This is an optimization exercise on Yosys and OpenROAD, whose aim is small area, not a production implementation.
Only simulation tests tie the RTL to the original design; equivalence was not proved.
Power figures rest on the tool's default switching activity, not on a simulated workload.

--- design/flow/design.v ---
module checkers_top (
    input             clk,
    input             rst_n,
    input             draw_n,
    input             submit_n,
    input      [3:0]  sw,
    output     [6:0]  hex0,
    output     [6:0]  hex1,
    output     [6:0]  hex2,
    output     [6:0]  hex3,
    output     [9:0]  ledr,
    output     [14:0] fb_addr,
    output     [23:0] fb_data,
    output            fb_we
);
reg [31:0] be;    
reg [31:0] bp;    
reg [31:0] bk;    
reg turn;         
assign hex0 = {1'b1, turn, turn, turn, 2'b00, turn};
assign hex1 = 7'b1000000;
assign hex2 = 7'b1000000;
assign hex3 = 7'b1111111;
reg F;
reg [4:0] cl;
reg [12:0] ch;
reg [2:0] y2h;
wire pressed = !submit_n;
wire [3:0] x1 = ch[3:0];
wire [3:0] y1 = ch[7:4];
wire [3:0] x2 = ch[11:8];
wire [3:0] y2 = {y2h, ch[12]};
reg s_e, s_p, s_k, t_e;
wire [2:0] sr = y1[2:0] + {2'b00, x1[3]};
wire [4:0] sb = {sr, x1[2:1]};
wire sdark = x1[0] ^ sr[0];
wire [2:0] tr = y2[2:0] + {2'b00, x2[3]};
wire [4:0] tb = {tr, x2[2:1]};
wire tdark = x2[0] ^ tr[0];
wire ok1 = sdark & ~s_e & tdark & t_e;
wire mine = s_p ^ turn;
wire [4:0] dx = {1'b0, x1} - {1'b0, x2};
wire [4:0] dy = {1'b0, y1} - {1'b0, y2};
wire d1 = ((dx == 5'd1) | (dx == 5'd31)) & ((dy == 5'd1) | (dy == 5'd31));
wire d2 = ((dx == 5'd2) | (dx == 5'd30)) & ((dy == 5'd2) | (dy == 5'd30));
wire [4:0] xsum = x1 + x2;
wire [4:0] ysum = y1 + y2;
wire [3:0] xm = xsum[4:1];
wire [3:0] ym = ysum[4:1];
wire [2:0] mr = ym[2:0] + {2'b00, xm[3]};
wire [4:0] mb = {mr, xm[2:1]};
wire mdark = xm[0] ^ mr[0];
wire king = (tr == 3'd0) | ((tr == 3'd7) & (x2[2:0] != 3'd0));
wire valid = ok1 & mine & (d1 | d2);
wire c_sel = (cl >= 5'd2) & (cl <= 5'd10);
wire c_end = &{ch[12], ch[9], ch[6], ch[4], cl[3], cl[1], cl[0]};    
wire upd = !F & (cl == 5'd23);
wire up = F;
wire [4:0] off = !ok1 ? 5'd20 : !mine ? 5'd19 : d1 ? 5'd16 : d2 ? 5'd15 : 5'd18;
always @(posedge clk or negedge rst_n) begin
    if (!rst_n) begin
        F <= 1'b0;
        cl <= 5'd31;
    end else if (F) begin
        if (c_end) begin
            F <= 1'b0;
            cl <= 5'd0;
        end else
            cl <= cl + 5'd1;
    end else if (cl == 5'd24) begin
        F <= 1'b1;
        cl <= 5'd25;
    end else if (cl == 5'd14)
        cl <= off;
    else if (cl == 5'd31)
        cl <= 5'd1;
    else if (!c_sel || (cl[0] == pressed))
        cl <= cl + 5'd1;
end
always @(posedge clk) begin
    if (F) begin
        if (&cl) ch <= ch + 13'd1;
    end else begin
        if (cl == 5'd24) ch <= 13'd0;
        if (cl == 5'd3) ch[3:0] <= sw;
        if (cl == 5'd5) ch[7:4] <= sw;
        if (cl == 5'd7) ch[11:8] <= sw;
        if (cl == 5'd9) {y2h, ch[12]} <= sw;
    end
end
wire dsc;
wire [4:0] rb;
wire [4:0] ra = dsc ? rb : (cl >= 5'd10) ? tb : sb;
wire r_e = be[ra];
wire r_p = bp[ra];
wire r_k = bk[ra];
always @(posedge clk) begin
    if (!F && !dsc && cl >= 5'd6 && cl <= 5'd9) begin
        s_e <= r_e;
        s_p <= r_p;
        s_k <= r_k;
    end
    if (!F && !dsc && cl >= 5'd10 && cl <= 5'd13)
        t_e <= r_e;
end
wire binit = !F & (cl == 5'd31);
always @(posedge clk or negedge rst_n) begin
    if (!rst_n)
        turn <= 1'b1;
    else if (upd && valid)
        turn <= ~turn;
end
integer i;
always @(posedge clk) begin
    if (binit) begin
        be <= 32'h000FF000;
        bp <= 32'hFFF00000;
        bk <= 32'h00000000;
    end else if (upd && valid) begin
        for (i = 0; i < 32; i = i + 1) begin
            if (i == tb) begin
                be[i] <= 1'b0;
                bp[i] <= s_p;
                bk[i] <= s_k | king;
            end else if (i == sb || (d2 && mdark && i == mb)) begin
                be[i] <= 1'b1;
            end
        end
    end
end
localparam [3:0] D_SA = 4'd0, D_CI = 4'd1, D_CC = 4'd2, D_SC = 4'd3,
                 D_EW = 4'd4, D_W1 = 4'd5, D_W2 = 4'd6, D_W3 = 4'd7,
                 D_DW = 4'd8, D_IU = 4'd9, D_ST = 4'd10, D_S0 = 4'd11;
localparam [2:0] K_P1 = 3'd0, K_K1 = 3'd1, K_P2 = 3'd2, K_K2 = 3'd3,
                 K_E = 3'd4, K_W = 3'd7;
reg [3:0] ds;
reg [14:0] addr;
reg [3:0] s15;    
reg [2:0] yc;     
reg [3:0] m15;    
reg [2:0] xc;     
reg [2:0] colr;
reg [2:0] dat;
wire en = ~draw_n | up;
wire wrap = &{addr[13], addr[12], addr[11], addr[6], addr[0]};   
assign rb = {yc, xc[2:1]};
assign dsc = (ds == D_SC);
wire light = ~(xc[0] ^ yc[0]);
wire [2:0] cls = light ? K_W : r_e ? K_E : {1'b0, r_p, r_k};
always @(posedge clk or negedge rst_n) begin
    if (!rst_n) begin
        ds <= D_ST;
        addr <= 15'd0;
    end else begin
        case (ds)
            D_ST: ds <= D_S0;
            D_S0: ds <= D_CI;
            D_SA: ds <= D_CI;
            D_CI: ds <= D_CC;
            D_CC: ds <= D_SC;
            D_SC: ds <= en ? D_EW : D_IU;
            D_EW: ds <= D_W1;
            D_W1: ds <= D_W2;
            D_W2: ds <= D_W3;
            D_W3: ds <= D_DW;
            D_DW: ds <= D_IU;
            D_IU: ds <= D_SA;
            default: ds <= D_ST;
        endcase
        if (ds == D_SA) begin
            if (wrap)
                addr <= 15'd0;
            else
                addr <= addr + 15'd1;
        end
    end
end
always @(posedge clk) begin
        if (ds == D_ST || (ds == D_SA && wrap)) begin
                s15 <= 4'd0;
                yc <= 3'd0;
                m15 <= 4'd15;
                xc <= 3'd0;
        end else if (ds == D_SA) begin
            begin
                s15 <= (s15 == 4'd14) ? 4'd0 : s15 + 4'd1;
                if (s15 == 4'd14) yc <= yc + 3'd1;
                if (s15 == 4'd0 && yc == 3'd0) begin
                    m15 <= (m15 == 4'd14) ? 4'd0 : m15 + 4'd1;
                    if (m15 == 4'd14 && xc != 3'd7) xc <= xc + 3'd1;
                end
            end
        end
        if (ds == D_ST) colr <= K_E;
        if (ds == D_SC) colr <= cls;
end
always @(posedge clk) begin
    if (ds == D_CC) dat <= colr;
end
reg [23:0] rgb;
always @(*) begin
    case (dat)
        K_P1: rgb = 24'h98f5f9;
        K_K1: rgb = 24'h3f97fc;
        K_P2: rgb = 24'hfe5c5e;
        K_K2: rgb = 24'hd80305;
        K_E:  rgb = 24'h000000;
        default: rgb = 24'hffffff;
    endcase
end
assign fb_addr = addr;
assign ledr = addr[9:0];
assign fb_data = rgb;
assign fb_we = (ds == D_W1) | (ds == D_W2) | (ds == D_W3) | (ds == D_DW);
endmodule
--- design/flow/constraint.sdc ---
create_clock -name core_clock -period 10.0 [get_ports {clk}]
set_input_delay 2.0000 -clock core_clock [delete_from_list [all_inputs] [get_ports {clk}]]
set_output_delay 2.0000 -clock core_clock [all_outputs]
set_load 0.01 [all_outputs]
--- design/flow/config.mk ---
export PLATFORM = sky130hd
export DESIGN_NAME = checkers_top
export DESIGN_NICKNAME = checkers_top
export VERILOG_FILES = /design/flow/design.v
export SDC_FILE = /design/flow/constraint.sdc
export NUM_CORES = 4
export LEC_CHECK = 0
export ABC_AREA = 1
export CAP_MARGIN = 20
export CORE_MARGIN = 2
export CORE_UTILIZATION = 40
export PLACE_DENSITY = 0.6
export SLEW_MARGIN = 20
--- design/flow/run.sh ---
#!/bin/bash
# synth_recipe.tcl (not shown) runs the flow's synth.tcl, then flattens the netlist and writes it again
# the make line also repeats each setting of config.mk as NAME=value (left out here)
make -C /OpenROAD-flow-scripts/flow DESIGN_CONFIG=/design/flow/config.mk WORK_HOME=/design/flow/orfs CLKGATE_MAP_FILE= SYNTH_SCRIPT=/design/flow/synth_recipe.tcl finish
==> summary.md, run 1 <==
| Metric | Value |
|---|---|
| CP peak stage delay | 0.48 ns |
| Number of synthesized register bits | roughly 160 |
| Most common cell after layout, fill and taps aside | nand2_1 |
| Port Buffer Count | 61 |
| Worst path required time | roughly 8 ns |
| Mux contribution to synthesized area | 0% |
| Gate Count Post-Synth | around 1.6k |
| Clock Path Buffers | 2 |
| Register area share after synthesis | about 33% |
| Die H | between 150 and 200 um |
| DR pass1 iterations | 5 |
| Met3 routed wirelength | 1930 um |
| First DRT Iteration DRCs | roughly 750 |
| Post-synth EDFFs | 26 |
| Synth Area in Compound Gates | 8.41% |
| Core area | between 0.02 and 0.03 mm^2 |
| Minimum clock period | approximately 4.2 ns |
| Netlist cell types | 57 |
| Slew @ Worst Pin | ~0.96 ns |
| I/O Pins | 86 |
| M1 WL | approximately 13000 um |
| Ant. Diodes | 0 |
| Commonest cells after routing, fill and taps aside | nand2_1 (413), nor2_1 (249), inv_1 (220) |
| Synth Area in Simple Gates | between 30% and 40% |
| CTS H-tree lvls | 4 |
| Final setup vio count | 0 |
| Met2 WL | roughly 14000 um |
| Peak supply drop | about 0.00017 V |
| Hpwl dp | about 22000 um |
| Fin cells | about 2k |
| Power Density | between 300 and 400 mW/mm^2 |
| Area delta synth->final | 10.3% |
| Initial antenna violation count | 0 |
| DP Worst Slack | around 5.9 ns |
| Critical-path cell list | nor2_1 -> inv_1 -> nand2_1 -> a21oi_1 -> or2_2 -> clkdlybuf4s50_1 |
| Mapped cell area | roughly 0.011 mm^2 |
| WP data arrival | ~2.2 ns |
| Largest family of logic cells by synthesized area | simple AND/OR/NAND/NOR gates |
| Static Leak | approximately 0.0060 uW |
| Ys flop type | dfxtp_1 |
| # resized after CTS | 0 |
| Row Count | 60 |
| Fmax | approximately 240 MHz |
| Mapped Avg Cell Area | 6.61 um^2 |
| # DRC | 0 |
| TritonCTS clock tree | yes |
| Crit Path Class | reg -> out |
| CP max-delay cell | clkdlybuf4s50_1 |
| Clock-pin slew on the worst setup and hold paths | approximately 0.070 ns |
| Root Buffer | clkbuf_16 |
| CP startpoint kind | register |
| Vias in the first global route | 9899 |
| Yosys warns | 1 |
| Clk latency of the worst-skew pair | 0.44 ns |
| Drt via density | ~5.2 |
| Clock sinks | around 160 |
| Fin. Hold Viols | 0 |
| CTS Hold Bufs | 0 |
| Remaining Overflow, GRT | 0 |
| Dpl cells | between 1.5k and 2k |
| Die area | approximately 0.029 mm^2 |
| WP buf/inv | 2 |
| Slew headroom | 35.8% |
| Max Cap Viol | 0 |
| Post-CTS setup buffers | 0 |
| Uppermost layer routed | met4 |
| Total power | 4610 uW |
| Top delay family on crit path | simple AND/OR/NAND/NOR gates |
| Routability cong. | about 0.93 |
| Die W | roughly 170 um |
| Xor and xnor area share after synthesis | 1.53% |
| Period utilisation layout | 42.3% |
| CTS Buf Count | 17 |
| Status | finished clean |
| Final ANT Viol Nets | 0 |
| Vias | slightly above 10k |
| Hold WC Path Type | reg -> reg |
| First-pass GRT wire length | about 50000 um |
| Final setup margin | 5.77 ns |
| Async SR Flop Fraction | between 10% and 20% |
| Initial Util | slightly above 40% |
| Layout cells sized above 1 | under 10% |
| CP Max Fanout | 6 |
| Skew final | 0.0135 ns |
| RSZ-0062 raised after global routing | no |
| Setup crit end kind | primary output |
| Final WL | 30500 um |
| Tot GR Track Use | a little over a fifth |
| Final Max Tran Viols | 0 |
| Routed wire length per instance | 15.2 um |
| Adder-cell share of the synthesized area | approximately 4.4% |
| Final net count | 1695 |
| Largest net degree at the start of global routing | between 80 and 90 |
| Setup tns final | 0 ns |
final cells by class:
class | count | area, um^2
clock buffers | 19 | 443
clock inverters | 13 | 139
fillers | 2816 | 14900
inverters | 226 | 850
multi-input cells | 1171 | 5810
flip-flops and latches | 162 | 3640
well taps | 341 | 427
repair buffers | 73 | 701
where the power goes:
group | switching [uW] | total (uW) | internal, uW | leakage, uW
clock network | 303 | 662 | 359 | 0.000277
logic | 1940 | 2790 | 852 | 0.00423
registers | 169 | 1160 | 992 | 0.00148
cell usage after synthesis, types with 5 or more instances:
master | n | area (um^2)
buf_6 | 6 | 67.6
nor2_1 | 249 | 935
nand2_1 | 413 | 1550
buf_2 | 23 | 115
nand4_4 | 10 | 213
xnor2_1 | 10 | 87.6
buf_4 | 54 | 405
clkbuf_1 | 25 | 93.8
xor2_1 | 9 | 78.8
inv_1 | 220 | 826
dfstp_2 | 8 | 210
a21oi_1 | 64 | 320
or2_2 | 5 | 31.3
dfrtp_1 | 18 | 450
o21ai_1 | 21 | 105
nor3_1 | 20 | 100
nor4_1 | 5 | 31.3
nand4_1 | 29 | 181
o21ai_0 | 43 | 215
nand3_1 | 174 | 871
inv_2 | 5 | 18.8
o22ai_1 | 9 | 56.3
dfxtp_1 | 110 | 2200
edfxtp_1 | 26 | 781
ha_1 | 32 | 400
registers in the layout, summed over array words and instances, names as in the netlist, 3 cells and up:
name and cells:
be 32, bk 32, bp 32, addr 15
ch 13, cl 5, ds 4, m15 4
s15 4, colr 3, dat 3, xc 3
y2h 3, yc 3
cell families (layout without fill, tap and decap cells):
| kind of cell | Yosys count | count (layout) |
|---|---|---|
| other | 2 | 24 |
| flip-flops | 162 | 162 |
| XOR/XNOR | 19 | 19 |
| AO/OA/AOI/OAI | 164 | 164 |
| buffers and inverters | 337 | 331 |
| AND/OR/NAND/NOR | 928 | 928 |
| adder cells (fa/ha/maj) | 36 | 36 |
routing by layer:
metal	global-route usage, %	vias up
met5	0	-
met2	37.1	345
met3	3.60	44
li1	-	5184
met4	6.50	0
met1	28.7	4798
final timing paths:
check	start	endpoint	slack, ns	cells after the start
setup reg to reg	ch[0]$_DFFE_PP_	be[21]$_SDFFE_PP0P_	6.31	16
hold / removal	colr[1]$_SDFFCE_PN0P_	dat[1]$_DFFE_PP_	0.44	0
setup / recovery	dat[0]$_DFFE_PP_	fb_data[8]	5.77	6
hold reg to reg	colr[1]$_SDFFCE_PN0P_	dat[1]$_DFFE_PP_	0.44	0
min in group asynchronous	rst_n	addr[9]$_DFFE_PN0P_	1.92	2
max in group asynchronous	rst_n	turn$_DFFE_PN1P_	7.75	2
metrics by stage:
stage                     hold slack (ns)  instance area, um^2  util, %
final                               0.438                12000     44.7
after detailed placement            0.416                11400     42.5
after floorplan                     0.400                11000        -
after global routing                0.451                12000     44.7
after CTS                           0.446                12000     44.7
after global placement              0.434                11400     42.5
==> inputs of run 2 (changes only) <==
--- a/design/flow/design.v
+++ b/design/flow/design.v
@@ -15,5 +15,2 @@
 );
-reg [31:0] be;    
-reg [31:0] bp;    
-reg [31:0] bk;    
 reg turn;         
@@ -27,2 +24,4 @@
 reg [2:0] y2h;
+reg win;          
+reg pw;           
 wire pressed = !submit_n;
@@ -52,6 +51,9 @@
 wire mdark = xm[0] ^ mr[0];
+wire mclr = d2 & mdark;
 wire king = (tr == 3'd0) | ((tr == 3'd7) & (x2[2:0] != 3'd0));
 wire valid = ok1 & mine & (d1 | d2);
+wire P = s_p;
+wire K = s_k | king;
 wire c_sel = (cl >= 5'd2) & (cl <= 5'd10);
-wire c_end = &{ch[12], ch[9], ch[6], ch[4], cl[3], cl[1], cl[0]};    
+wire c_end = F & (&{ch[12], ch[9], ch[6], ch[4], ~cl[4], cl[3], cl[1], cl[0]});   
 wire upd = !F & (cl == 5'd23);
@@ -62,18 +64,30 @@
         F <= 1'b0;
-        cl <= 5'd31;
-    end else if (F) begin
-        if (c_end) begin
-            F <= 1'b0;
-            cl <= 5'd0;
-        end else
+        cl <= 5'd0;
+        win <= 1'b0;
+        pw <= 1'b0;
+        turn <= 1'b1;
+    end else begin
+        if (F) begin
+            if (c_end) begin
+                F <= 1'b0;
+                cl <= 5'd0;
+            end else
+                cl <= cl + 5'd1;
+            if (&cl) begin
+                win <= 1'b0;
+                pw <= 1'b0;
+            end
+        end else if (cl == 5'd24) begin
+            F <= 1'b1;
+            cl <= 5'd25;
+        end else if (cl == 5'd14)
+            cl <= off;
+        else if (!c_sel || (cl[0] == pressed))
             cl <= cl + 5'd1;
-    end else if (cl == 5'd24) begin
-        F <= 1'b1;
-        cl <= 5'd25;
-    end else if (cl == 5'd14)
-        cl <= off;
-    else if (cl == 5'd31)
-        cl <= 5'd1;
-    else if (!c_sel || (cl[0] == pressed))
-        cl <= cl + 5'd1;
+        if (upd) begin
+            win <= 1'b1;
+            pw <= valid;
+            if (valid) turn <= ~turn;
+        end
+    end
 end
@@ -81,5 +95,4 @@
     if (F) begin
-        if (&cl) ch <= ch + 13'd1;
-    end else begin
-        if (cl == 5'd24) ch <= 13'd0;
+        if (&cl) ch <= win ? 13'd1 : ch + 13'd1;
+    end else begin
         if (cl == 5'd3) ch[3:0] <= sw;
@@ -90,2 +103,23 @@
 end
+reg [95:0] ring;
+reg [2:0] ph;
+reg ini;
+always @(posedge clk or negedge rst_n) begin
+    if (!rst_n) begin
+        ph <= 3'd0;
+        ini <= 1'b1;
+    end else begin
+        ph <= ph + 3'd1;
+        if (ph == 3'd7) ini <= 1'b0;
+    end
+end
+wire [11:0] r0 = ring[11:0];
+wire [3:0] tdec = (pw && tr == ph) ? (4'b0001 << x2[2:1]) : 4'b0000;
+wire [3:0] sdec = (pw && sr == ph) ? (4'b0001 << x1[2:1]) : 4'b0000;
+wire [3:0] mdec = (pw && mclr && mr == ph) ? (4'b0001 << xm[2:1]) : 4'b0000;
+wire [3:0] ie = ini ? {4{ph == 3'd3 || ph == 3'd4}} : (r0[3:0] & ~tdec) | sdec | mdec;
+wire [3:0] ip = ini ? {4{ph >= 3'd5}} : (r0[7:4] & ~tdec) | (tdec & {4{P}});
+wire [3:0] ik = ini ? 4'b0000 : (r0[11:8] & ~tdec) | (tdec & {4{K}});
+always @(posedge clk)
+    ring <= {ik, ip, ie, ring[95:12]};
 wire dsc;
@@ -93,5 +127,9 @@
 wire [4:0] ra = dsc ? rb : (cl >= 5'd10) ? tb : sb;
-wire r_e = be[ra];
-wire r_p = bp[ra];
-wire r_k = bk[ra];
+wire [2:0] rpos = ra[4:2] - ph;
+wire [11:0] rw = ring[rpos * 12 +: 12];
+wire f_t = pw & (ra == tb);
+wire f_s = pw & ((ra == sb) | (mclr & (ra == mb)));
+wire r_e = ini ? (ra[4:2] == 3'd3 || ra[4:2] == 3'd4) : f_t ? 1'b0 : f_s ? 1'b1 : rw[ra[1:0]];
+wire r_p = ini ? (ra[4:2] >= 3'd5) : f_t ? P : rw[4 + ra[1:0]];
+wire r_k = ini ? 1'b0 : f_t ? K : rw[8 + ra[1:0]];
 always @(posedge clk) begin
@@ -104,27 +142,2 @@
         t_e <= r_e;
-end
-wire binit = !F & (cl == 5'd31);
-always @(posedge clk or negedge rst_n) begin
-    if (!rst_n)
-        turn <= 1'b1;
-    else if (upd && valid)
-        turn <= ~turn;
-end
-integer i;
-always @(posedge clk) begin
-    if (binit) begin
-        be <= 32'h000FF000;
-        bp <= 32'hFFF00000;
-        bk <= 32'h00000000;
-    end else if (upd && valid) begin
-        for (i = 0; i < 32; i = i + 1) begin
-            if (i == tb) begin
-                be[i] <= 1'b0;
-                bp[i] <= s_p;
-                bk[i] <= s_k | king;
-            end else if (i == sb || (d2 && mdark && i == mb)) begin
-                be[i] <= 1'b1;
-            end
-        end
-    end
 end
==> design/flow/flow/run.sh (new file) <==
#!/bin/bash
# Own layout flow: the standard layout (standard.sh) with two changes.
#  - Synthesis is the standard flow's (synth_recipe.tcl, unchanged) except that ABC maps the
#    logic with an area-oriented script (flow/abc_area.script) instead of
#    ORFS's, which buffers and upsizes for speed; registers are untouched.
#  - The port buffers that global placement adds are sky130_fd_sc_hd__buf_1.
# Each tool's full output stays in orfs/logs/; make's output goes to flow.log.
set -euo pipefail
W=$(pwd)
cat > "$W/area_synth.tcl" <<TCL
proc abc {args} {
  set i [lsearch -exact \$args -script]
  if {\$i >= 0} { lset args [expr {\$i + 1}] $W/flow/abc_area.script }
  yosys abc {*}\$args
}
source $W/synth_recipe.tcl
TCL
bash "$W/standard.sh" "SYNTH_SCRIPT=$W/area_synth.tcl" \
  "BUFFER_PORTS_ARGS=-buffer_cell sky130_fd_sc_hd__buf_1" finish > "$W/flow.log" 2>&1
==> design/flow/flow/abc_area.script (new file) <==
strash
&get -n
&fraig -x
&put
scorr
dc2
dretime
strash
&get -n
&dch -f
&nf -R 1000
&put
==> design/flow/standard.sh (new file) <==
#!/bin/bash
# synth_recipe.tcl (not shown) runs the flow's synth.tcl, then flattens the netlist and writes it again
# the make line also repeats each setting of config.mk as NAME=value (left out here)
make -C /OpenROAD-flow-scripts/flow DESIGN_CONFIG=/design/flow/config.mk WORK_HOME=/design/flow/orfs CLKGATE_MAP_FILE= SYNTH_SCRIPT=/design/flow/synth_recipe.tcl "${@:-finish}"
--- a/design/flow/config.mk
+++ b/design/flow/config.mk
@@ -7,3 +7,2 @@
 export LEC_CHECK = 0
-export ABC_AREA = 1
 export CAP_MARGIN = 20
removed: design/flow/run.sh
==> run 2 against run 1 <==
Total power down 52%. Clock-buffer cell count up 1. Synthesized area down 26%. Sequential power down 26%. Worst hold slack worse by 0.090 ns. Still clean. Critical path depth up 11.
==> summary.md, run 2 <==
| Metric | Value |
|---|---|
| Worst hold slack | 0.348 ns |
| Final Max Tran Viols | 0 |
| Most instantiated cells after synthesis | dfxtp_1 (110), o21ai_0 (63), a21oi_1 (60) |
| CTS Buf Count | 17 |
| Number of synthesized register bits | about 170 |
| WP data arrival | approximately 5.6 ns |
| Largest net degree at the start of global routing | 33 |
| Max Cap Viol | 0 |
| Remaining Overflow, GRT | 0 |
| Largest regs | ring x96, addr x15, ch x13 |
| Worst r2r src | cl[2]$_DFFE_PN0P_ |
| Final ANT Viol Nets | 0 |
| Slew @ Worst Pin | 1.10 ns |
| Skew final | roughly 0.010 ns |
| Worst path required time | ~10 ns |
| Minimum clock period | ~5.3 ns |
| Die H | roughly 150 um |
| Switch share | 37.4% |
| Post-CTS setup buffers | 0 |
| CP startpoint kind | register |
| Vias | a little under 6k |
| Routability cong. | approximately 0.84 |
| # fillers | 1900 |
| Mapped Avg Cell Area | around 10 um^2 |
| CTS Hold Bufs | 0 |
| Dpl cells | 1081 |
| Initial Util | just over 40% |
| Top reg by flops | ring |
| Crit Path Class | reg -> reg |
| Ant. Diodes | 0 |
| Post-synth EDFFs | 26 |
| Hold_sp | ring[72]$_DFF_P_ |
| Static Leak | 0.00349 uW |
| # resized after CTS | 0 |
| First DRT Iteration DRCs | ~500 |
| Clock sinks | roughly 170 |
| Hold WC Path Type | reg -> reg |
| Final WL | approximately 17000 um |
| Area delta synth->final | 10.9% |
| Multi-input gate area | approximately 0.0039 mm^2 |
| Power share of the sequential group | 38.5% |
| Async SR Flop Fraction | a little under a fifth |
| P_sw | roughly 830 uW |
| Synth Area in Simple Gates | around an eighth |
| Root Buffer | clkbuf_16 |
| Clk latency of the worst-skew pair | about 0.43 ns |
| Clock Path Buffers | 2 |
| DR pass1 iterations | 5 |
| Hold path cells | 0 |
| Pint | 1390 uW |
| Power Density | about 250 mW/mm^2 |
| Most common cell after layout, fill and taps aside | dfxtp_1 |
| Synth Area in Compound Gates | between 10 and 15% |
| Commonest cells after routing, fill and taps aside | dfxtp_1 (110), o21ai_0 (63), a21oi_1 (60), buf_1 (60), nor2_1 (58) |
| Gate Count Post-Synth | between 700 and 800 |
| First-pass GRT wire length | about 29000 um |
| Sequential Area | about 0.0038 mm^2 |
| Xor and xnor area share after synthesis | under 10% |
| Reg2reg setup slack | 4.68 ns |
| Fin. Hold Viols | 0 |
| Worst r2r path cells | 17 |
| Adder-cell share of the synthesized area | 6.98% |
| Max reg flops | between 90 and 100 |
| Count leader, synth | dfxtp_1 |
| Share of the synthesized area in the top cell type | a little over a quarter |
| Setup tns final | 0 ns |
| Drt via density | between 5 and 6 |
| Routed wire length per instance | 15.6 um |
| Status | finished clean |
| Final setup vio count | 0 |
| Slew headroom | about a quarter |
| Core area | around 0.02 mm^2 |
| Clock-pin slew on the worst setup and hold paths | 0.06 ns |
| CTS H-tree lvls | 4 |
| Register area share after synthesis | 47.0% |
| Setup crit end kind | register |
| Yosys warns | 1 |
| Fmax | 188 MHz |
| Ys flop type | dfxtp_1 |
| Post-DP Area | roughly 0.0084 mm^2 |
| Final net count | ~890 |
| Die W | about 150 um |
| Final core occ | approximately 46% |
| I/O Pins | 86 |
| Peak supply drop | 0.000130 V |
| TritonCTS clock tree | yes |
| Period utilisation layout | a little over half |
| Die area | 0.0213 mm^2 |
| RSZ-0062 raised after global routing | no |
| Tot GR Track Use | roughly 17% |
| Final instance area | roughly 0.0089 mm^2 |
| CP Max Fanout | 19 |
| Largest family of logic cells by synthesized area | compound AO/OA/AOI/OAI gates |
| Reg-to-reg endpoint | colr[0]$_SDFFCE_PN0P_ |
| Fin cells | approximately 1.1k |
| Row Count | 51 |
| Post-synth top area cell | dfxtp_1 |
| Top area cells in the synthesized netlist | dfxtp_1 (27%), edfxtp_1 (9.7%), dfrtp_1 (8.7%), mux4_2 (5.9%), ha_1 (5.7%) |
| Initial antenna violation count | 0 |
| Port Buffer Count | about 60 |
| Vias in the first global route | approximately 5.6k |
| Layout cells sized above 1 | between 7 and 8% |
| Clock Power Share | 27.2% |
| Logic pwr share | 34.2% |
| Netlist cell types | 59 |
| Mux contribution to synthesized area | under 10% |
| Hpwl dp | approximately 12000 um |
| # DRC | 0 |
| Mapped cell area | ~0.0081 mm^2 |
| Worst Hold Path EP | ring[60]$_DFF_P_ |
==> run 2: power groups by stage <==
stage / Sequential (uW) / Combinational (uW) / Clock [uW]
6_report: 856 / 762 / 606
2_1_floorplan: 851 / 593 / 0
5_1_grt: 871 / 849 / 647
3_5_place_dp: 869 / 757 / 0
4_1_cts: 855 / 762 / 618
3_3_place_gp: 868 / 756 / 0
==> run 2: area by class of cell <==
class | count | area share [%]
Multi-Input combinational cell | 542 | 43.2
Sequential cell | 168 | 42.3
Clock buffer | 20 | 4.99
Tap cell | 265 | 3.71
Timing Repair Buffer | 67 | 3.08
Inverter | 39 | 1.64
Clock inverter | 12 | 1.05
==> run 2: cell families (layout without fill, tap and decap cells) <==
logic type / count (synthesis) / after routing
AOI/OAI and AO/OA: 195 / 195
xor gates and xnor gates: 42 / 42
adders and majority gates: 42 / 42
buffers and inverters: 87 / 138
DFF: 168 / 168
muxes: 39 / 39
other: 2 / 24
and+or+nand+nor: 200 / 200
==> run 2: worst max-delay path by stage <==
stage,startpoint,to,depth (start not counted)
after floorplan,cl[2]$_DFFE_PN0P_,colr[0]$_SDFFCE_PN0P_,18
after global placement,cl[2]$_DFFE_PN0P_,colr[0]$_SDFFCE_PN0P_,17
after detailed placement,cl[2]$_DFFE_PN0P_,colr[0]$_SDFFCE_PN0P_,17
after CTS,cl[2]$_DFFE_PN0P_,colr[0]$_SDFFCE_PN0P_,17
after global routing,cl[2]$_DFFE_PN0P_,colr[0]$_SDFFCE_PN0P_,17
final,cl[2]$_DFFE_PN0P_,colr[0]$_SDFFCE_PN0P_,17
==> run 2: metrics by stage <==
step                      setup WS, ns  total power [uW]
after floorplan                   4.90              1440
after CTS                         4.74              2240
final                             4.68              2220
after detailed placement          4.80              1630
after global placement            4.93              1620
after global routing              4.26              2370
==> run 2: critical path, stage by stage, from the launching register on <==
cell and delay [ns]:
dfrtp_1 0.50, clkinv_1 0.13, nand2_1 0.11, a21oi_1 0.59, o21ai_0 0.14, o21ai_0 0.37, clkinv_1 0.19, ha_1 0.24
fa_1 1.05, mux4_2 0.41, mux2_1 0.30, a21oi_1 0.13, o21ai_0 0.10, o21ai_0 0.17, a211o_1 0.20, o21ai_0 0.18
nand2b_1 0.20, a21oi_1 0.15
==> run 2: routing by layer <==
layer | part of all wire [%] | track usage, %
met1 | 48 | 22.9
met2 | 47 | 27.1
met3 | 4.4 | 3.44
met4 | 0.90 | 4.32
met5 | 0 | 0
==> inputs of run 3 (changes only) <==
--- a/design/flow/config.mk
+++ b/design/flow/config.mk
@@ -10,2 +10,3 @@
 export CORE_UTILIZATION = 40
+export CTS_BUF_LIST = sky130_fd_sc_hd__clkbuf_4 sky130_fd_sc_hd__clkbuf_8
 export PLACE_DENSITY = 0.6
==> run 3 against run 2 <==
Still clean on timing, DRC and antenna. First-iteration DRC count down 4.5%. Final area is 2.1% lower. Routed wire length down 0.42%. Clock skew up 0.0027 ns. Worst setup slack improved by 0.060 ns. Global-route usage down 0.079 points. Highest routed layer unchanged.
==> summary.md, run 3 <==
| Metric | Value |
|---|---|
| Status | finished clean |
| Area delta synth->final | 8.59% |
| Hold WC Path Type | reg -> reg |
| Skew final | around 0.013 ns |
| First DRT Iteration DRCs | roughly 470 |
| Switch share | between 30% and 40% |
| Ys flop type | dfxtp_1 |
| Fin. Hold Viols | 0 |
| Final Max Tran Viols | 0 |
| Crit Path Class | reg -> reg |
| I/O Pins | 86 |
| Largest regs | ring x96, addr x15, ch x13 |
| Die area | approximately 0.021 mm^2 |
| Mapped cell area | between 0.008 and 0.009 mm^2 |
| Largest net degree at the start of global routing | 33 |
| Tot GR Track Use | ~17% |
| Clock-pin slew on the worst setup and hold paths | roughly 0.09 ns |
| Slew headroom | a little under a quarter |
| Count leader, synth | dfxtp_1 |
| Top reg by flops | ring |
| Ant. Diodes | 0 |
| Vias | ~5.9k |
| Port Buffer Count | 61 |
| Routability cong. | roughly 0.84 |
| Layout cells sized above 1 | 7.67% |
| Setup tns final | 0 ns |
| Die W | around 150 um |
| Multi-input gate area | about 0.0039 mm^2 |
| Post-CTS setup buffers | 0 |
| Max Cap Viol | 0 |
| First-pass GRT wire length | ~29000 um |
| Critical-path cell list | clkinv_1 -> nand2_1 -> a21oi_1 -> o21ai_0 -> o21ai_0 -> clkinv_1 -> ha_1 -> fa_1 -> mux4_2 -> mux2_1 -> a21oi_1 -> o21ai_0 -> o21ai_0 -> a211o_1 -> o21ai_0 -> nand2b_1 -> a21oi_1 |
| Die H | approximately 150 um |
| CP startpoint kind | register |
| # resized after CTS | 0 |
| Post-DP Area | roughly 0.0084 mm^2 |
| Pint | between 1000 and 1500 uW |
| Most instantiated cells after synthesis | dfxtp_1 (110), o21ai_0 (63), a21oi_1 (60) |
| Share of the synthesized area in the top cell type | 27.3% |
| Commonest cells after routing, fill and taps aside | dfxtp_1 (110), o21ai_0 (63), a21oi_1 (60), buf_1 (60), nor2_1 (58) |
| RSZ-0062 raised after global routing | no |
| CP Max Fanout | 19 |
| Post-synth EDFFs | 26 |
| Slew @ Worst Pin | approximately 1.1 ns |
| P_sw | slightly above 800 uW |
| Hold_sp | ring[95]$_SDFF_PP0_ |
| Routed wire length per instance | ~16 um |
| Worst hold slack | between 0.3 and 0.4 ns |
| Peak supply drop | between 0.0001 and 0.00015 V |
| Initial antenna violation count | 0 |
| Register area share after synthesis | a little under half |
| Initial Util | 41.1% |
| Root Buffer | clkbuf_8 |
| Yosys warns | 1 |
| CTS H-tree lvls | 4 |
| Core area | ~0.020 mm^2 |
| Vias in the first global route | approximately 5.6k |
| TritonCTS clock tree | yes |
| Mapped Avg Cell Area | 10.4 um^2 |
| Final setup vio count | 0 |
| Final net count | between 800 and 900 |
| Clock Path Buffers | 2 |
| Remaining Overflow, GRT | 0 |
| Power share of the sequential group | between 40% and 50% |
| Setup crit end kind | register |
| DR pass1 iterations | 4 |
| Worst r2r src | cl[2]$_DFFE_PN0P_ |
| Post-synth top area cell | dfxtp_1 |
| # fillers | 1931 |
| Most common cell after layout, fill and taps aside | dfxtp_1 |
| Period utilisation layout | between 50% and 60% |
| Top area cells in the synthesized netlist | dfxtp_1 (27%), edfxtp_1 (9.7%), dfrtp_1 (8.7%), mux4_2 (5.9%), ha_1 (5.7%) |
| Final instance area | 0.00876 mm^2 |
| Dpl cells | between 1k and 1.5k |
| Critical path startpoint | cl[2]$_DFFE_PN0P_ |
| Final ANT Viol Nets | 0 |
| Worst path required time | 10.30 ns |
| Crit path top cell by count | o21ai_0 |
| Minimum clock period | 5.26 ns |
| CTS Hold Bufs | 0 |
| Netlist cell types | just under 60 |
| Drt via density | approximately 5.3 |
| CTS Buf Count | 17 |
| Power Density | 235 mW/mm^2 |
| Clock sinks | between 150 and 200 |
| WP data arrival | around 5.6 ns |
| Final WL | 17300 um |
| Sequential Area | ~0.0038 mm^2 |
| Final core occ | roughly 45% |
| Row Count | 51 |
| Clock Power Share | 21.6% |
| Max reg flops | 96 |
| CP max-delay cell | fa_1 |
| Number of synthesized register bits | ~170 |
| CP peak stage delay | ~1.0 ns |
| Logic pwr share | a little under two fifths |
| Gate Count Post-Synth | between 700 and 800 |
| Clk latency of the worst-skew pair | ~0.46 ns |
| Fmax | between 150 and 200 MHz |
| Async SR Flop Fraction | a little under a fifth |
| Fin cells | 1113 |
| Static Leak | roughly 0.0034 uW |
| Hpwl dp | about 12000 um |
| # DRC | 0 |
run 3: cell counts after synthesis:
No cell type changed its count.
run 3: metal layers:
metal / GRT usage, % / vias to the layer above / wire [um]
li1: - / 2885 / -
met1: 22.8 / 2811 / 8360
met4: 3.74 / 0 / 144
met3: 3.62 / 13 / 734
met5: 0 / - / 0
met2: 27.1 / 142 / 8030
run 3: kinds of logic (layout without fill, tap and decap cells):
family	Yosys count	in the layout	share of synthesized area (%)
AND/OR/NAND/NOR	200	200	12.4
AO/OA/AOI/OAI	195	195	14.6
flip-flops	168	168	47.0
buffers and inverters	87	138	6.28
adder cells (fa/ha/maj)	42	42	6.98
XOR/XNOR	42	42	4.56
multiplexers	39	39	8.16
other	2	24	0.0931
run 3: area by class of cell:
cell class	instances	share of cell area (%)
Clock inverter	12	1.07
Tap cell	265	3.78
Sequential cell	168	43.2
Timing Repair Buffer	67	3.14
Clock buffer	20	3.00
Multi-Input combinational cell	542	44.1
Inverter	39	1.67
run 3: worst max-delay path: cells and delay by family, from the launching register on:
family                   cells  cell delay (ns)
multiplexers                 2             0.70
buffers and inverters        2             0.32
AO/OA/AOI/OAI                9             1.99
flip-flops                   1             0.50
AND/OR/NAND/NOR              2             0.30
adder cells (fa/ha/maj)      2             1.28
run 3: power groups by stage:
stage / Clock (uW) / Combinational [uW] / Sequential [uW]
after floorplan: 0 / 593 / 851
after global placement: 0 / 756 / 868
after detailed placement: 0 / 757 / 869
after CTS: 456 / 762 / 855
after global routing: 484 / 850 / 870
final: 446 / 759 / 856
run 3: per-stage QoR:
step                total power, uW  worst slack (ns)
floorplan                      1440              4.90
global placement               1620              4.93
detailed placement             1630              4.80
CTS                            2070              4.76
global route                   2200              4.27
finish                         2060              4.74
run 3: worst paths after layout:
path                       cells after the start                     to  slack (ns)
max in group asynchronous                      1    addr[1]$_DFFE_PN0P_        7.83
hold / removal                                 0       ring[83]$_DFF_P_        0.35
hold reg to reg                                0       ring[83]$_DFF_P_        0.35
setup reg to reg                              17  colr[0]$_SDFFCE_PN0P_        4.74
min in group asynchronous                      1    addr[7]$_DFFE_PN0P_        1.63
setup / recovery                              17  colr[0]$_SDFFCE_PN0P_        4.74
==> inputs of run 4 (changes only) <==
--- a/design/flow/flow/run.sh
+++ b/design/flow/flow/run.sh
@@ -5,2 +5,3 @@
 #    ORFS's, which buffers and upsizes for speed; registers are untouched.
+#    Adders are left to ABC too (no ORFS adder cells), which maps them smaller.
 #  - The port buffers that global placement adds are sky130_fd_sc_hd__buf_1.
@@ -17,3 +18,3 @@
 TCL
-bash "$W/standard.sh" "SYNTH_SCRIPT=$W/area_synth.tcl" \
+bash "$W/standard.sh" "SYNTH_SCRIPT=$W/area_synth.tcl" "ADDER_MAP_FILE=" \
   "BUFFER_PORTS_ARGS=-buffer_cell sky130_fd_sc_hd__buf_1" finish > "$W/flow.log" 2>&1
--- a/design/flow/config.mk
+++ b/design/flow/config.mk
@@ -11,2 +11,4 @@
 export CTS_BUF_LIST = sky130_fd_sc_hd__clkbuf_4 sky130_fd_sc_hd__clkbuf_8
+export CTS_CLUSTER_DIAMETER = 100
+export CTS_CLUSTER_SIZE = 40
 export PLACE_DENSITY = 0.6
==> run 4 against run 3 <==
Routed wire length down 4.7%. Sequential cell count did not move. Die area down 4.8%. Sequential share of layout area is 1.7 points higher. Register-to-register slack gained 0.51 ns. Via count down 3.7%. Critical path depth is 2 lower. Largest cell class is now sequential cells. Largest power group is now combinational cells. Critical endpoint is now colr[1]$_SDFFCE_PN0P_. Worst setup slack gained 0.51 ns. Sequential power increased by 4.6%. Highest routed layer unchanged. Critical path type unchanged.
==> summary.md, run 4 <==
| Metric | Value |
|---|---|
| Status | finished clean |
| Die area | 0.0203 mm^2 |
| Initial Util | between 40% and 50% |
| Ys flop type | dfxtp_1 |
| Power share of the sequential group | about 36% |
| Worst r2r path cells | 15 |
| Sequential Area | about 0.0038 mm^2 |
| P_sw | around 1000 uW |
| Crit path top cell by count | a21oi_1 |
| Netlist cell types | 56 |
| Total power | approximately 2500 uW |
| Post-synth EDFFs | 26 |
| Hold WC Path Type | reg -> reg |
| Post-CTS setup buffers | 0 |
| # DRC | 0 |
| Crit Path Class | reg -> reg |
| Share of the synthesized area in the top cell type | 28.7% |
| Peak supply drop | between 0.00015 and 0.0002 V |
| Root Buffer | clkbuf_8 |
| Critical-path cell list | and2_0 -> and2_0 -> a21oi_1 -> a22oi_1 -> xor2_1 -> a21oi_1 -> xnor2_2 -> buf_4 -> mux4_2 -> nor2_1 -> o32a_1 -> a221oi_1 -> a211oi_1 -> or3_1 -> a21oi_1 |
| Fin. Hold Viols | 0 |
| Fin cells | 1074 |
| Largest regs | ring x96, addr x15, ch x13 |
| Top reg by flops | ring |
| Slew headroom | between 30% and 40% |
| Final net count | between 800 and 900 |
| Clock sinks | approximately 170 |
| CP startpoint kind | register |
| Skew final | 0.00974 ns |
| Hold path cells | 0 |
| # fillers | between 1.5k and 2k |
| CP Max Fanout | 27 |
| Vias in the first global route | 5155 |
| Top area cells in the synthesized netlist | dfxtp_1 (29%), edfxtp_1 (10%), dfrtp_1 (9.1%), mux4_2 (6.2%), buf_4 (4.7%) |
| Period utilisation layout | a little under half |
| Count leader, synth | dfxtp_1 |
| Largest net degree at the start of global routing | 33 |
| Power Density | between 200 and 300 mW/mm^2 |
| Static Leak | ~0.0032 uW |
| Max reg flops | 96 |
| CTS Hold Bufs | 0 |
| CTS Buf Count | 17 |
| Gate Count Post-Synth | approximately 760 |
| Clock Power Share | around a fifth |
| Worst path required time | approximately 10 ns |
| Hpwl dp | approximately 12000 um |
| Slew @ Worst Pin | 0.960 ns |
| Layout cells sized above 1 | under 10% |
| Remaining Overflow, GRT | 0 |
| Tot GR Track Use | about 17% |
| Logic pwr share | 43.0% |
| Vias | 5632 |
| Post-synth top area cell | dfxtp_1 |
| WP data arrival | a little over 5 ns |
| Fmax | 211 MHz |
| Multi-input gate area | 0.00355 mm^2 |
| CP max-delay cell | a22oi_1 |
| Drt via density | between 5 and 6 |
| Setup tns final | 0 ns |
| Mapped cell area | about 0.0077 mm^2 |
| Minimum clock period | between 4 and 5 ns |
| Async SR Flop Fraction | between 10% and 20% |
| Port Buffer Count | between 60 and 70 |
| DR pass1 iterations | 5 |
| WP depth | 15 |
| Core area | 0.0188 mm^2 |
| CTS H-tree lvls | 4 |
| Dpl cells | between 1k and 1.5k |
| First-pass GRT wire length | between 20000 and 30000 um |
| Final setup vio count | 0 |
| Die W | around 140 um |
| Most common cell after layout, fill and taps aside | dfxtp_1 |
| Die H | around 140 um |
| Yosys warns | 1 |
| Register area share after synthesis | about half |
| WP buf/inv | 1 |
| CP peak stage delay | slightly above 0.6 ns |
| Clk latency of the worst-skew pair | around 0.47 ns |
| TritonCTS clock tree | yes |
| Commonest cells after routing, fill and taps aside | dfxtp_1 (110), nor2_1 (72), nand2_1 (68) |
| Most instantiated cells after synthesis | dfxtp_1 (110), nor2_1 (72), nand2_1 (68) |
| Clock Path Buffers | 2 |
| Mapped Avg Cell Area | 10.0 um^2 |
| Setup crit end kind | register |
| Top delay family on crit path | compound AO/OA/AOI/OAI gates |
| I/O Pins | 86 |
| Post-DP Area | about 0.0080 mm^2 |
| Number of synthesized register bits | 168 |
| Initial antenna violation count | 0 |
| Ant. Diodes | 0 |
| RSZ-0062 raised after global routing | no |
| Clock-pin slew on the worst setup and hold paths | about 0.09 ns |
| # resized after CTS | 0 |
| Final Max Tran Viols | 0 |
| Pint | 1470 uW |
| Switch share | 41.1% |
| Routability cong. | 0.859 |
| Row Count | 50 |
| Max Cap Viol | 0 |
| Routed wire length per instance | around 15 um |
| Area delta synth->final | 9.90% |
| Final WL | approximately 16000 um |
| First DRT Iteration DRCs | about 380 |
| Final ANT Viol Nets | 0 |
| Final instance area | 0.00843 mm^2 |
run 4: changes by cell type in the layout (fill, tap and decap cells not counted), moves of 12 or more:
cell / previous run / this run
ha_1: 37 / 0
clkinv_1: 39 / 20
xor2_1: 14 / 34
nand2_1: 35 / 68
o21ai_0: 63 / 51
nor2_1: 58 / 72
run 4: cells by family (layout without fill, tap and decap cells):
kind of cell,after synthesis,after routing,share of synthesized area (%)
flops,168,168,49.4
buf+inv,68,122,5.67
xor+xnor,65,65,7.42
fa+ha+maj,4,4,0.522
compound gates,169,169,13.5
mux,35,35,8.00
simple gates,253,253,15.5
other cells,2,24,0.0979
run 4: layer usage:
| layer | GRT usage, % | share of wire (%) | vias to the layer above |
|---|---|---|---|
| met5 | 0 | 0 | - |
| met4 | 4.38 | 0.85 | 0 |
| met3 | 3.97 | 4.0 | 12 |
| met2 | 26.1 | 45 | 145 |
| met1 | 23.3 | 50 | 2666 |
| li1 | - | - | 2809 |
run 4: power groups by stage:
stage	clock network [uW]	registers (uW)	logic, uW
after global routing	564	912	1190
final	525	895	1070
after floorplan	0	879	820
after global placement	0	907	1080
after detailed placement	0	907	1070
after CTS	539	893	1080
run 4: final cells by class:
class | instances | share of cell area, %
clock inverter | 14 | 2.25
clock buffer | 18 | 2.86
timing repair buffer | 70 | 3.53
multi-input combinational | 550 | 42.1
inverter | 20 | 0.890
sequential | 168 | 44.9
tap | 234 | 3.47
run 4: through the flow:
step           hold slack (ns)  utilization [%]  setup slack (ns)
6_report                 0.350             44.9              5.25
5_1_grt                  0.352             44.9              4.92
4_1_cts                  0.349             44.9              5.25
3_5_place_dp             0.334             42.6              5.31
3_3_place_gp             0.330             42.6              5.44
2_1_floorplan            0.326                -              4.70
run 4: worst reg2reg max path: stages (launching register included):
cell	delay [ns]
dfstp_2	0.58
and2_0	0.22
and2_0	0.42
a21oi_1	0.08
a22oi_1	0.62
xor2_1	0.25
a21oi_1	0.38
xnor2_2	0.15
buf_4	0.35
mux4_2	0.28
nor2_1	0.04
o32a_1	0.33
a221oi_1	0.30
a211oi_1	0.11
or3_1	0.36
a21oi_1	0.14
run 4: worst paths after layout:
path	from	endpoint	slack [ns]
setup / recovery	ds[1]$_DFF_PN1_	colr[1]$_SDFFCE_PN0P_	5.25
hold / removal	ring[29]$_DFF_P_	ring[17]$_DFF_P_	0.35
setup reg to reg	ds[1]$_DFF_PN1_	colr[1]$_SDFFCE_PN0P_	5.25
hold reg to reg	ring[29]$_DFF_P_	ring[17]$_DFF_P_	0.35
max in group asynchronous	rst_n	ds[2]$_DFF_PN0_	7.81
min in group asynchronous	rst_n	win$_DFFE_PN0P_	1.63
==> inputs of run 5 (changes only) <==
--- a/design/flow/flow/run.sh
+++ b/design/flow/flow/run.sh
@@ -7,2 +7,3 @@
 #  - The port buffers that global placement adds are sky130_fd_sc_hd__buf_1.
+#  - Clock tree synthesis adds no dummy loads.
 # Each tool's full output stays in orfs/logs/; make's output goes to flow.log.
@@ -19,2 +20,3 @@
 bash "$W/standard.sh" "SYNTH_SCRIPT=$W/area_synth.tcl" "ADDER_MAP_FILE=" \
-  "BUFFER_PORTS_ARGS=-buffer_cell sky130_fd_sc_hd__buf_1" finish > "$W/flow.log" 2>&1
+  "BUFFER_PORTS_ARGS=-buffer_cell sky130_fd_sc_hd__buf_1" \
+  "CTS_ARGS=-sink_clustering_enable -repair_clock_nets -dont_use_dummy_load -sink_clustering_size 40 -sink_clustering_max_diameter 100 -buf_list {sky130_fd_sc_hd__clkbuf_4 sky130_fd_sc_hd__clkbuf_8}" finish > "$W/flow.log" 2>&1
==> run 5 against run 4 <==
Still clean. Die area unchanged. Clock-buffer cell count decreased by 1. Fmax increased by 0.53%. Utilization decreased by 1.1 points. Sequential cell count unchanged. Routed wire length decreased by 0.69%. Combinational power about the same. Non-clock buffer count unchanged. Register-to-register slack improved by 0.02 ns. Critical path type unchanged. Critical endpoint unchanged. Largest cell class unchanged. Highest routed layer unchanged.
==> summary.md, run 5 <==
| Metric | Value |
|---|---|
| Status | finished clean |
| Die W | ~140 um |
| Area delta synth->final | 7.32% |
| Max Cap Viol | 0 |
| TritonCTS clock tree | yes |
| Initial Util | about two fifths |
| WP data arrival | around 5 ns |
| Fin. Hold Viols | 0 |
| Final ANT Viol Nets | 0 |
| Number of synthesized register bits | between 150 and 200 |
| Root Buffer | clkbuf_8 |
| Netlist cell types | 56 |
| Routability cong. | 0.859 |
| Clock-pin slew on the worst setup and hold paths | around 0.09 ns |
| Yosys warns | 1 |
| Port Buffer Count | slightly above 60 |
| Tot GR Track Use | 16.7% |
| Setup crit end kind | register |
| Final Max Tran Viols | 0 |
| Worst path required time | ~10 ns |
| CP max-delay cell | a22oi_1 |
| CP startpoint kind | register |
| Hold WC Path Type | reg -> reg |
| RSZ-0062 raised after global routing | no |
| Peak supply drop | approximately 0.00019 V |
| Share of the synthesized area in the top cell type | 28.7% |
| Gate Count Post-Synth | roughly 760 |
| Total power | about 2300 uW |
| Slew headroom | approximately a third |
| Slew @ Worst Pin | a little under 1 ns |
| Die area | between 0.02 and 0.025 mm^2 |
| Vias | around 5.6k |
| Mapped Avg Cell Area | 10.0 um^2 |
| Fmax | approximately 210 MHz |
| Crit Path Class | reg -> reg |
| Minimum clock period | about 4.7 ns |
| Remaining Overflow, GRT | 0 |
| Drt via density | approximately 5.3 |
| # DRC | 0 |
| Static Leak | approximately 0.0031 uW |
| Most common cell after layout, fill and taps aside | dfxtp_1 |
| Final WL | between 15000 and 20000 um |
| Register area share after synthesis | about 49% |
| Final setup vio count | 0 |
| Mapped cell area | 0.00767 mm^2 |
| Die H | 143 um |
| First DRT Iteration DRCs | around 430 |
| Largest net degree at the start of global routing | 33 |
| Core area | 0.0188 mm^2 |
| Vias in the first global route | about 5k |
| Ant. Diodes | 0 |
| Final net count | approximately 840 |
| Setup tns final | 0 ns |
| Routed wire length per instance | approximately 15 um |
| # resized after CTS | 0 |
| Largest regs | ring x96, addr x15, ch x13 |
| CTS Hold Bufs | 0 |
| Critical-path cell list | and2_0 -> and2_0 -> a21oi_1 -> a22oi_1 -> xor2_1 -> a21oi_1 -> xnor2_2 -> buf_4 -> mux4_2 -> nor2_1 -> o32a_1 -> a221oi_1 -> a211oi_1 -> or3_1 -> a21oi_1 |
| Clock sinks | roughly 170 |
| Final core occ | a little over two fifths |
| Period utilisation layout | a little under half |
| Post-synth top area cell | dfxtp_1 |
| I/O Pins | 86 |
| Max reg flops | 96 |
| CP peak stage delay | between 0.6 and 0.7 ns |
| Layout cells sized above 1 | under 10% |
| Most instantiated cells after synthesis | dfxtp_1 (110), nor2_1 (72), nand2_1 (68) |
| Row Count | 50 |
| Clk latency of the worst-skew pair | about 0.47 ns |
| Post-CTS setup buffers | 0 |
| Crit path top cell by count | a21oi_1 |
| Post-synth EDFFs | 26 |
| Skew final | between 0.02 and 0.03 ns |
| Ys flop type | dfxtp_1 |
| Hpwl dp | 11600 um |
| CTS Buf Count | 17 |
| First-pass GRT wire length | 26600 um |
| Async SR Flop Fraction | 19.0% |
| Power Density | roughly 280 mW/mm^2 |
| CP Max Fanout | 27 |
| DR pass1 iterations | 5 |
| Initial antenna violation count | 0 |
| Top area cells in the synthesized netlist | dfxtp_1 (29%), edfxtp_1 (10%), dfrtp_1 (9.1%), mux4_2 (6.2%), buf_4 (4.7%) |
| Top reg by flops | ring |
| Count leader, synth | dfxtp_1 |
| CTS H-tree lvls | 4 |
| Clock Path Buffers | 2 |
| Commonest cells after routing, fill and taps aside | dfxtp_1 (110), nor2_1 (72), nand2_1 (68) |
-- run 5: cell counts after synthesis --
Identical to the previous run, type by type.
-- run 5: stage by stage --
step                      setup slack (ns)  std cells  area [um^2]  hold WS [ns]
after CTS                             5.29       1059         8240         0.338
final                                 5.28       1059         8240         0.337
after detailed placement              5.31       1042         8000         0.334
after global routing                  4.95       1059         8240         0.341
after floorplan                       4.70        786         7760         0.326
after global placement                5.44       1042         8000         0.330
-- run 5: layout make-up --
cell class / count / area (um^2)
Timing Repair Buffer: 70 / 298
Inverter: 20 / 75.1
Clock buffer: 17 / 234
Sequential cell: 168 / 3790
Tap cell: 234 / 293
Fill cell: 1821 / 10500
Multi-Input combinational cell: 550 / 3550
-- run 5: routing by layer --
| layer | global-route usage (%) | up-vias | share of wire [%] |
|---|---|---|---|
| li1 | - | 2795 | - |
| met5 | 0 | - | 0 |
| met3 | 3.94 | 15 | 4.2 |
| met1 | 23.5 | 2647 | 50 |
| met4 | 4.38 | 0 | 1.2 |
| met2 | 25.8 | 133 | 45 |
-- run 5: path summary, 6_finish.rpt --
path | start | endpoint | cells past startpoint | slack (ns)
worst max-delay path | ds[1]$_DFF_PN1_ | colr[1]$_SDFFCE_PN0P_ | 15 | 5.28
worst min-delay path | ring[29]$_DFF_P_ | ring[17]$_DFF_P_ | 0 | 0.34
worst max register to register | ds[1]$_DFF_PN1_ | colr[1]$_SDFFCE_PN0P_ | 15 | 5.28
worst min register to register | ring[29]$_DFF_P_ | ring[17]$_DFF_P_ | 0 | 0.34
max in group asynchronous | rst_n | pw$_DFFE_PN0P_ | 1 | 7.80
min in group asynchronous | rst_n | cl[4]$_DFFE_PN0P_ | 1 | 1.64
-- run 5: kinds of logic after synthesis --
| kind of cell | Yosys count | share of synthesized area (%) |
|---|---|---|
| other cells | 2 | 0.0979 |
| xor+xnor | 65 | 7.42 |
| compound gates | 169 | 13.5 |
| flops | 168 | 49.4 |
| buf+inv | 68 | 5.67 |
| mux | 35 | 8.00 |
| fa+ha+maj | 4 | 0.522 |
| simple gates | 253 | 15.5 |
-- run 5: power breakdown --
| group | internal (uW) | total (uW) | switching [uW] | leakage, uW |
|---|---|---|---|---|
| Combinational | 428 | 1070 | 639 | 0.00148 |
| Clock | 150 | 361 | 211 | 0.000122 |
| Sequential | 782 | 895 | 113 | 0.00152 |
| Total | 1360 | 2320 | 962 | 0.00312 |
-- run 5: worst max-delay path: cells and delay by family, from the launching register on --
kind	cells	cell delay (ns)
buf+inv	1	0.34
mux	1	0.26
simple gates	4	1.04
xor+xnor	2	0.40
flops	1	0.57
compound gates	7	1.97
==> inputs of run 6 (changes only) <==
--- a/design/flow/flow/run.sh
+++ b/design/flow/flow/run.sh
@@ -21,2 +21,2 @@
   "BUFFER_PORTS_ARGS=-buffer_cell sky130_fd_sc_hd__buf_1" \
-  "CTS_ARGS=-sink_clustering_enable -repair_clock_nets -dont_use_dummy_load -sink_clustering_size 40 -sink_clustering_max_diameter 100 -buf_list {sky130_fd_sc_hd__clkbuf_4 sky130_fd_sc_hd__clkbuf_8}" finish > "$W/flow.log" 2>&1
+  "CTS_ARGS=-sink_clustering_enable -repair_clock_nets -dont_use_dummy_load -sink_clustering_size 40 -sink_clustering_max_diameter 200 -buf_list {sky130_fd_sc_hd__clkbuf_16}" finish > "$W/flow.log" 2>&1
==> run 6 against run 5 <==
Die area is the same. Largest cell class unchanged. Sequential share of layout area shrank 1.0 points. Routed wire length shrank 0.20%. Clock-buffer cell count is the same. Still clean. Worst hold slack gained 0.0022 ns. Synthesized cell count is the same. Synthesized area is the same.
==> summary.md, run 6 <==
| Metric | Value |
|---|---|
| Max reg flops | 96 |
| Root Buffer | clkbuf_16 |
| Hold WC Path Type | reg -> reg |
| # fillers | approximately 1.8k |
| Tot GR Track Use | between 15 and 20% |
| Port Buffer Count | 61 |
| Yosys warns | 1 |
| Setup tns final | 0 ns |
| Peak supply drop | between 0.00015 and 0.0002 V |
| Core area | about 0.019 mm^2 |
| Row Count | 50 |
| Drt via density | 5.35 |
| Skew final | 0.0209 ns |
| Slew headroom | 34.3% |
| Final ANT Viol Nets | 0 |
| Power Density | between 200 and 300 mW/mm^2 |
| Die W | between 100 and 150 um |
| TritonCTS clock tree | yes |
| Clock sinks | approximately 170 |
| Status | finished clean |
| Routability cong. | roughly 0.86 |
| Logic pwr share | ~43% |
| Critical-path cell list | and2_0 -> and2_0 -> a21oi_1 -> a22oi_1 -> xor2_1 -> a21oi_1 -> xnor2_2 -> buf_4 -> mux4_2 -> nor2_1 -> nor3_1 -> nor2_1 -> a221oi_1 -> a211oi_1 -> or3_1 -> a21oi_1 |
| Vias in the first global route | 5132 |
| Total power | 2490 uW |
| Post-synth EDFFs | 26 |
| Final Max Tran Viols | 0 |
| Most instantiated cells after synthesis | dfxtp_1 (110), nor2_1 (72), nand2_1 (68) |
| Top delay family on crit path | compound AO/OA/AOI/OAI gates |
| CTS Hold Bufs | 0 |
| Ant. Diodes | 0 |
| Crit path top cell by count | a21oi_1 |
| Critical path startpoint | ds[1]$_DFF_PN1_ |
| Post-CTS setup buffers | 0 |
| Pint | approximately 1500 uW |
| Largest regs | ring x96, addr x15, ch x13 |
| CP Max Fanout | 27 |
| Async SR Flop Fraction | a little under a fifth |
| Largest net degree at the start of global routing | 33 |
| Ys flop type | dfxtp_1 |
| Reg-to-reg endpoint | colr[1]$_SDFFCE_PN0P_ |
| Period utilisation layout | a little under half |
| Crit Path Class | reg -> reg |
| # resized after CTS | 0 |
| Area delta synth->final | 9.81% |
| Final net count | 835 |
| Vias | about 5.7k |
| Worst path required time | about 10 ns |
| Layout cells sized above 1 | about 6.5% |
| Fmax | between 200 and 250 MHz |
| Commonest cells after routing, fill and taps aside | dfxtp_1 (110), nor2_1 (72), nand2_1 (68) |
| Worst r2r path cells | 16 |
| # DRC | 0 |
| Mapped cell area | ~0.0077 mm^2 |
| Die H | approximately 140 um |
| WP buf/inv | 1 |
| DR pass1 iterations | 6 |
| Reg2reg setup slack | between 5 and 6 ns |
| WP depth | 16 |
| CP startpoint kind | register |
| Gate Count Post-Synth | 764 |
| I/O Pins | 86 |
| P_sw | between 900 and 1000 uW |
| Most common cell after layout, fill and taps aside | dfxtp_1 |
| Clk latency of the worst-skew pair | ~0.43 ns |
| Minimum clock period | 4.71 ns |
| Clock Path Buffers | 2 |
| CTS Buf Count | 17 |
| Top area cells in the synthesized netlist | dfxtp_1 (29%), edfxtp_1 (10%), dfrtp_1 (9.1%), mux4_2 (6.2%), buf_4 (4.7%) |
| Final setup vio count | 0 |
| Count leader, synth | dfxtp_1 |
| WP data arrival | between 4 and 5 ns |
| Share of the synthesized area in the top cell type | between 20% and 30% |
| Routed wire length per instance | about 15 um |
| CP peak stage delay | approximately 0.61 ns |
| Initial antenna violation count | 0 |
| CP max-delay cell | a22oi_1 |
| Worst Setup EP | colr[1]$_SDFFCE_PN0P_ |
| Clock-pin slew on the worst setup and hold paths | roughly 0.050 ns |
| Switch share | just under 40% |
| CTS H-tree lvls | 4 |
| Clock Power Share | a little over a fifth |
| Initial Util | between 40% and 50% |
| Register area share after synthesis | about half |
| Remaining Overflow, GRT | 0 |
| Slew @ Worst Pin | 0.982 ns |
| Top reg by flops | ring |
| Worst r2r src | ds[1]$_DFF_PN1_ |
| Power share of the sequential group | 36.1% |
| Fin. Hold Viols | 0 |
| Number of synthesized register bits | ~170 |
| Mapped Avg Cell Area | 10.0 um^2 |
| Static Leak | 0.00321 uW |
| Die area | between 0.02 and 0.025 mm^2 |
| First DRT Iteration DRCs | roughly 370 |
| Final WL | around 16000 um |
| Setup crit end kind | register |
| Post-synth top area cell | dfxtp_1 |
| Netlist cell types | 56 |
| First-pass GRT wire length | roughly 27000 um |
| Max Cap Viol | 0 |
| RSZ-0062 raised after global routing | no |
| Hpwl dp | ~12000 um |
==> run 6: worst register-to-register path: stages (launching register included) <==
cell	delay, ns
dfstp_2	0.56
and2_0	0.22
and2_0	0.43
a21oi_1	0.08
a22oi_1	0.61
xor2_1	0.25
a21oi_1	0.37
xnor2_2	0.15
buf_4	0.34
mux4_2	0.27
nor2_1	0.04
nor3_1	0.23
nor2_1	0.07
a221oi_1	0.34
a211oi_1	0.11
or3_1	0.36
a21oi_1	0.14
==> run 6: cell families (layout without fill, tap and decap cells) <==
family | Yosys count | after routing | synth area share [%]
AO/OA/AOI/OAI | 169 | 169 | 13.5
XOR/XNOR | 65 | 65 | 7.42
adder cells (fa/ha/maj) | 4 | 4 | 0.522
buffers and inverters | 68 | 107 | 5.67
flip-flops | 168 | 168 | 49.4
multiplexers | 35 | 35 | 8.00
other | 2 | 24 | 0.0979
AND/OR/NAND/NOR | 253 | 253 | 15.5
==> run 6: stage by stage <==
stage	setup WS, ns	cell area, um^2	cells	hold WS [ns]	util [%]
floorplan	4.70	7760	786	0.326	-
global placement	5.44	8000	1042	0.330	42.6
detailed placement	5.31	8000	1042	0.334	42.6
CTS	5.29	8430	1059	0.341	44.9
global route	4.95	8430	1059	0.347	44.9
finish	5.29	8430	1059	0.340	44.9
==> run 6: how the worst min path moves through the flow <==
stage,start,endpoint,slack [ns],depth (start not counted)
CTS,ring[69]$_DFF_P_,ring[57]$_DFF_P_,0.34,0
global placement,ring[13]$_DFF_P_,ring[1]$_DFF_P_,0.33,0
detailed placement,ring[63]$_DFF_P_,ring[51]$_DFF_P_,0.33,0
finish,ring[69]$_DFF_P_,ring[57]$_DFF_P_,0.34,0
global route,ring[29]$_DFF_P_,ring[17]$_DFF_P_,0.35,0
floorplan,ring[48]$_DFF_P_,ring[36]$_DFF_P_,0.33,0
==> run 6: power by group through the flow <==
stage               sequential [uW]  clock, uW  combinational, uW
finish                          896        524               1070
global placement                907          0               1080
detailed placement              907          0               1070
CTS                             894        538               1080
floorplan                       879          0                820
global route                    913        562               1190
==> run 6: metal layers <==
layer	part of all wire [%]	track usage [%]
met1	50	23.7
met2	45	25.7
met3	4.2	3.77
met4	1.2	4.69
met5	0	0
==> run 6: final cells by class <==
| class | count | area (um^2) | area share [%] |
|---|---|---|---|
| Clock buffer | 17 | 425 | 5.05 |
| Multi-Input combinational cell | 550 | 3550 | 42.1 |
| Tap cell | 234 | 293 | 3.47 |
| Timing Repair Buffer | 70 | 298 | 3.53 |
| Inverter | 20 | 75.1 | 0.891 |
| Sequential cell | 168 | 3790 | 45.0 |

==> static timing again, ports no longer ideal <==
How much do the figures lean on ideal ports? The routed layouts below were timed once more, with nothing changed but the port constraints.
Step 1: set_driving_cell puts a clkbuf_16 on clk and a buf_2 on each other input, an assumption about the parent block.
Step 2 moves the port delays by t, midway between the first and last clock arrival at a register: inputs arrive t later, outputs are due t later. That takes back most of the time a late clock gives input paths.
Three values: ideal, step 1, step 2; two values: the first two.
run	t (ns)	setup slack, ns	worst setup path at the end	clock arrival spread, ns	pins driven straight from the clock port
run 1	0.479	5.770 / 5.721 / 6.201	register to output	0.013 / 0.013	1
run 2	0.465	4.685 / 4.685 / 4.685	register to register	0.010 / 0.010	1
run 3	0.487	4.745 / 4.745 / 4.745	register to register	0.013 / 0.013	1
run 4	0.496	5.251 / 5.251 / 5.251	register to register	0.011 / 0.010	1
run 5	0.485	5.276 / 5.276 / 5.276	register to register	0.029 / 0.029	1
run 6	0.459	5.290 / 5.290 / 5.290	register to register	0.021 / 0.021	1
After both steps setup and hold are still met in every run listed.
